This design comes from an exercise in tuning for small area and a short achievable clock period on the open sky130 flow, not from production work. At most, simulation tests tie the RTL to the original design; equivalence was not proved.

## onyx
==> flow/design.v <==
module overall_neural_network_training(
	input clock,
	input reset,
	input inp_1,
	input inp_2,
	input inp_3,
	input inp_4,
	input inp_5,
	input inp_6,
	output outp_1,
	output outp_2,
	output outp_3
);
	wire [5:0] x = {inp_6, inp_5, inp_4, inp_3, inp_2, inp_1};
	wire [5:0] h;    
	wire [2:0] o;    
	reg  [2:0] fin;  
	localparam [36*12-1:0] INIT_H = {
		12'h005, 12'hFEA, 12'h025, 12'hFF4, 12'h01C, 12'hFE1,    
		12'h013, 12'hFF1, 12'h003, 12'hFED, 12'h015, 12'hFFB,    
		12'h01D, 12'hFF1, 12'h021, 12'h01F, 12'hFE7, 12'h013,    
		12'h008, 12'hFF3, 12'h010, 12'hFEB, 12'h015, 12'hFEA,    
		12'h00C, 12'hFE5, 12'hFDB, 12'h012, 12'hFF1, 12'h020,    
		12'h019, 12'hFF6, 12'h017, 12'hFDC, 12'h00E, 12'hFE9};   
	localparam [18*12-1:0] INIT_O = {
		12'h005, 12'hFF6, 12'h023, 12'hFE3, 12'h019, 12'hFE2,    
		12'h010, 12'hFFD, 12'hFE2, 12'h006, 12'h022, 12'hFE4,    
		12'h002, 12'hFED, 12'h014, 12'h01B, 12'hFE2, 12'hFF5};   
	wire [36*12-1:0] wh;
	wire [18*12-1:0] wo;
	genvar i, j;
	generate
		for (i = 0; i < 6; i = i + 1) begin : hid
			for (j = 0; j < 6; j = j + 1) begin : syn
				synapse #(.INIT(INIT_H[(6*i+j)*12 +: 12])) s (
					.clock(clock), .reset(reset),
					.pre(x[j]), .post(h[i]),
					.w(wh[(6*i+j)*12 +: 12]));
			end
			neuron n (
				.clock(clock), .reset(reset),
				.in(x), .w(wh[72*i +: 72]), .spike(h[i]));
		end
		for (i = 0; i < 3; i = i + 1) begin : out
			for (j = 0; j < 6; j = j + 1) begin : syn
				synapse #(.INIT(INIT_O[(6*i+j)*12 +: 12])) s (
					.clock(clock), .reset(reset),
					.pre(h[j]), .post(o[i]),
					.w(wo[(6*i+j)*12 +: 12]));
			end
			neuron n (
				.clock(clock), .reset(reset),
				.in(h), .w(wo[72*i +: 72]), .spike(o[i]));
		end
	endgenerate
	always @(posedge clock)
		fin <= o[0] ? 3'b100 : o[1] ? 3'b010 : o[2] ? 3'b001 : 3'b000;
	assign {outp_1, outp_2, outp_3} = fin;
endmodule
module neuron(
	input clock,
	input reset,
	input [5:0] in,
	input [71:0] w,
	output reg spike
);
	reg [11:0] v;
	wire [14:0] sum = (in[0] ? w[11:0]  : 12'd0) + (in[1] ? w[23:12] : 12'd0)
	                + (in[2] ? w[35:24] : 12'd0) + (in[3] ? w[47:36] : 12'd0)
	                + (in[4] ? w[59:48] : 12'd0) + (in[5] ? w[71:60] : 12'd0);
	wire [15:0] t = {4'd0, v} + {1'b0, sum} - 16'd3;    
	always @(posedge clock or posedge reset)
		if (reset) begin
			v <= 12'd10;
			spike <= 1'b0;
		end else if (t >= 16'd3700) begin
			v <= 12'd10;
			spike <= 1'b1;
		end else begin
			v <= (t < 16'd10) ? 12'd10 : t[11:0];
			spike <= 1'b0;
		end
endmodule
module synapse #(parameter [11:0] INIT = 12'd0) (
	input clock,
	input reset,
	input pre,
	input post,
	output reg [11:0] w
);
	reg [11:0] cp;    
	reg [11:0] cm;    
	reg f;            
	wire zp = ~|cp[10:0];
	wire zm1 = ~|cm[10:1];
	wire zm = zm1 & ~cm[0];
	wire [11:0] cp_inc = f ? 12'd1 : {cp[10:0], cp[11] ^ cp[7] ^ cp[1] ^ cp[0] ^ zp};
	wire [11:0] cm_inc = f ? 12'd1 : {cm[10:0], cm[11] ^ cm[7] ^ cm[1] ^ cm[0] ^ zm};
	wire p_le1 = f | zp;
	wire m_le1 = f | zm;
	wire m_eq1 = ~f & zm1 & cm[0] & ~cm[11];
	reg [11:0] dw;
	always @(*)
		case ({pre, post})
			2'b01: dw = p_le1 ? 12'd1 : 12'd0;
			2'b10: dw = m_le1 ? 12'hFFE : m_eq1 ? 12'hFFC : 12'd0;
			2'b11: dw = 12'd3;
			default: dw = 12'd0;
		endcase
	always @(posedge clock or posedge reset)
		if (reset) begin
			cp <= 12'd0;
			cm <= 12'd0;
			f <= 1'b0;
			w <= INIT;
		end else begin
			f <= pre & post;
			cp <= pre ? (cp & {12{~(post & f)}}) : cp_inc;
			cm <= post ? (cm & {12{~(pre & f)}}) : cm_inc;
			w <= w + dw;
		end
endmodule
make LEC_CHECK=0 CAP_MARGIN=20 CORE_MARGIN=2 CORE_UTILIZATION=40 SLEW_MARGIN=20 finish   # period 10.0 ns
run.sh (not shown) runs the stock make flow with config.mk's settings and CLKGATE_MAP_FILE= SYNTH_SCRIPT=/design/flow/synth_recipe.tcl, a recipe that flattens the netlist after the stock synthesis.
onyx was carried through to the last stage, and its layout satisfied the timing, DRC and antenna checks.
Here is what was changed in the inputs of raven compared with onyx.
-- flow/design.v --
<<< onyx, line 15
	wire [5:0] h;    
	wire [2:0] o;    
	reg  [2:0] fin;  
	localparam [36*12-1:0] INIT_H = {
>>> raven, line 15
	wire [5:0] h;    
	wire [2:0] o;    
	wire [2:0] o_nx;  
	reg  [5:0] xr;   
	reg  r1;         
	always @(posedge clock)
		xr <= x;
	always @(posedge clock or posedge reset)
		if (reset) r1 <= 1'b1;
		else r1 <= 1'b0;
	wire [5:0] xn = xr & {6{~r1}};
	wire [5:0] xc = xr | {6{r1}};
	wire [5:0] hc = h | {6{r1}};
	wire [2:0] oc = o | {3{r1}};
	reg  [2:0] fin;  
	localparam [36*12-1:0] INIT_H = {
<<< onyx, line 35
				synapse #(.INIT(INIT_H[(6*i+j)*12 +: 12])) s (
					.clock(clock), .reset(reset),
					.pre(x[j]), .post(h[i]),
					.w(wh[(6*i+j)*12 +: 12]));
			end
			neuron n (
				.clock(clock), .reset(reset),
				.in(x), .w(wh[72*i +: 72]), .spike(h[i]));
		end
		for (i = 0; i < 3; i = i + 1) begin : out
>>> raven, line 47
				synapse #(.INIT(INIT_H[(6*i+j)*12 +: 12])) s (
					.clock(clock), .reset(reset),
					.pre_w(xn[j]), .post_w(h[i]), .pre_c(xc[j]), .post_c(hc[i]),
					.w(wh[(6*i+j)*12 +: 12]));
			end
			neuron n (
				.clock(clock), .reset(reset),
				.in(xn), .w(wh[72*i +: 72]), .spike(h[i]), .spike_nx());
		end
		for (i = 0; i < 3; i = i + 1) begin : out
<<< onyx, line 46
				synapse #(.INIT(INIT_O[(6*i+j)*12 +: 12])) s (
					.clock(clock), .reset(reset),
					.pre(h[j]), .post(o[i]),
					.w(wo[(6*i+j)*12 +: 12]));
			end
			neuron n (
				.clock(clock), .reset(reset),
				.in(h), .w(wo[72*i +: 72]), .spike(o[i]));
		end
	endgenerate
	always @(posedge clock)
		fin <= o[0] ? 3'b100 : o[1] ? 3'b010 : o[2] ? 3'b001 : 3'b000;
	assign {outp_1, outp_2, outp_3} = fin;
endmodule
>>> raven, line 58
				synapse #(.INIT(INIT_O[(6*i+j)*12 +: 12])) s (
					.clock(clock), .reset(reset),
					.pre_w(h[j]), .post_w(o[i]), .pre_c(hc[j]), .post_c(oc[i]),
					.w(wo[(6*i+j)*12 +: 12]));
			end
			neuron n (
				.clock(clock), .reset(reset),
				.in(h), .w(wo[72*i +: 72]), .spike(o[i]), .spike_nx(o_nx[i]));
		end
	endgenerate
	always @(posedge clock)
		fin <= o_nx[0] ? 3'b100 : o_nx[1] ? 3'b010 : o_nx[2] ? 3'b001 : 3'b000;
	assign {outp_1, outp_2, outp_3} = fin;
endmodule
<<< onyx, line 63
	input [5:0] in,
	input [71:0] w,
	output reg spike
);
	reg [11:0] v;
>>> raven, line 75
	input [5:0] in,
	input [71:0] w,
	output reg spike,
	output spike_nx
);
	reg [11:0] v;
<<< onyx, line 70
	                + (in[4] ? w[59:48] : 12'd0) + (in[5] ? w[71:60] : 12'd0);
	wire [15:0] t = {4'd0, v} + {1'b0, sum} - 16'd3;    
	always @(posedge clock or posedge reset)
		if (reset) begin
>>> raven, line 83
	                + (in[4] ? w[59:48] : 12'd0) + (in[5] ? w[71:60] : 12'd0);
	wire [15:0] t = {4'd0, v} + {1'b0, sum} - 16'd3;    
	assign spike_nx = (t >= 16'd3700);
	always @(posedge clock or posedge reset)
		if (reset) begin
<<< onyx, line 85
	input clock,
	input reset,
	input pre,
	input post,
	output reg [11:0] w
);
>>> raven, line 99
	input clock,
	input reset,
	input pre_w,      
	input post_w,
	input pre_c,      
	input post_c,
	output reg [11:0] w
);
<<< onyx, line 102
	reg [11:0] dw;
	always @(*)
		case ({pre, post})
			2'b01: dw = p_le1 ? 12'd1 : 12'd0;
			2'b10: dw = m_le1 ? 12'hFFE : m_eq1 ? 12'hFFC : 12'd0;
>>> raven, line 118
	reg [11:0] dw;
	always @(*)
		case ({pre_w, post_w})
			2'b01: dw = p_le1 ? 12'd1 : 12'd0;
			2'b10: dw = m_le1 ? 12'hFFE : m_eq1 ? 12'hFFC : 12'd0;
<<< onyx, line 110
	always @(posedge clock or posedge reset)
		if (reset) begin
			cp <= 12'd0;
			cm <= 12'd0;
			f <= 1'b0;
			w <= INIT;
		end else begin
			f <= pre & post;
			cp <= pre ? (cp & {12{~(post & f)}}) : cp_inc;
			cm <= post ? (cm & {12{~(pre & f)}}) : cm_inc;
			w <= w + dw;
		end
endmodule
>>> raven, line 126
	always @(posedge clock or posedge reset)
		if (reset) begin
			f <= 1'b1;
			w <= INIT;
		end else begin
			f <= pre_c & post_c;
			w <= w + dw;
		end
	always @(posedge clock) begin
		cp <= pre_c ? (cp & {12{~(post_c & f)}}) : cp_inc;
		cm <= post_c ? (cm & {12{~(pre_c & f)}}) : cm_inc;
	end
endmodule
### Flow results
- raven — maximum fanout encountered on the critical timing path 26 lower, onyx as reference
- Looking at number of sinks handled by clock tree synthesis, raven sits 0.33% above onyx.
- Between raven and onyx, the routing usage on met3 does not differ in any meaningful way.
- onyx ended up with met5 as its top metal layer carrying routed signals; raven ended up with met4.
- raven -> onyx: total global routing overflow delta 0, exact match
- H-tree depth is higher on onyx
- On raven: depth of the worst register-to-register path is 3.2% lower than what onyx gave.
- Going from onyx to raven, the maximum frequency was found to have gone down by about 2.5%.
- Length of routed wiring on met1 on raven is up relative to onyx.
Only the layout flow was run in raven; the RTL was not checked for function there.

[what the ideal ports hide]
The flow's constraints put no driver on any port. The routed layouts listed below were extracted and timed again, unchanged, in two steps. Step 1 assumes that a clkbuf_16 drives the clock port and a buf_2 every other input. Step 2 times the ports against the registers' clock, not the clock port: input delays grow and output delays shrink by t, the midpoint of the rising clock arrivals with the driver on. Three values: no drivers, after step 1, after step 2; two values: the first two.
run | t, ns | slack for setup (ns) | cell pins on the clock port's net
onyx | 0.993 | 1.135 / 1.095 / 0.102 | 1
raven | 1.005 | 0.910 / 0.910 / 0.910 | 1
After both steps setup and hold are still met in every run listed. The setup slack of onyx, which loses most, moves by -0.040 ns with the drivers and by -1.033 ns with both steps.
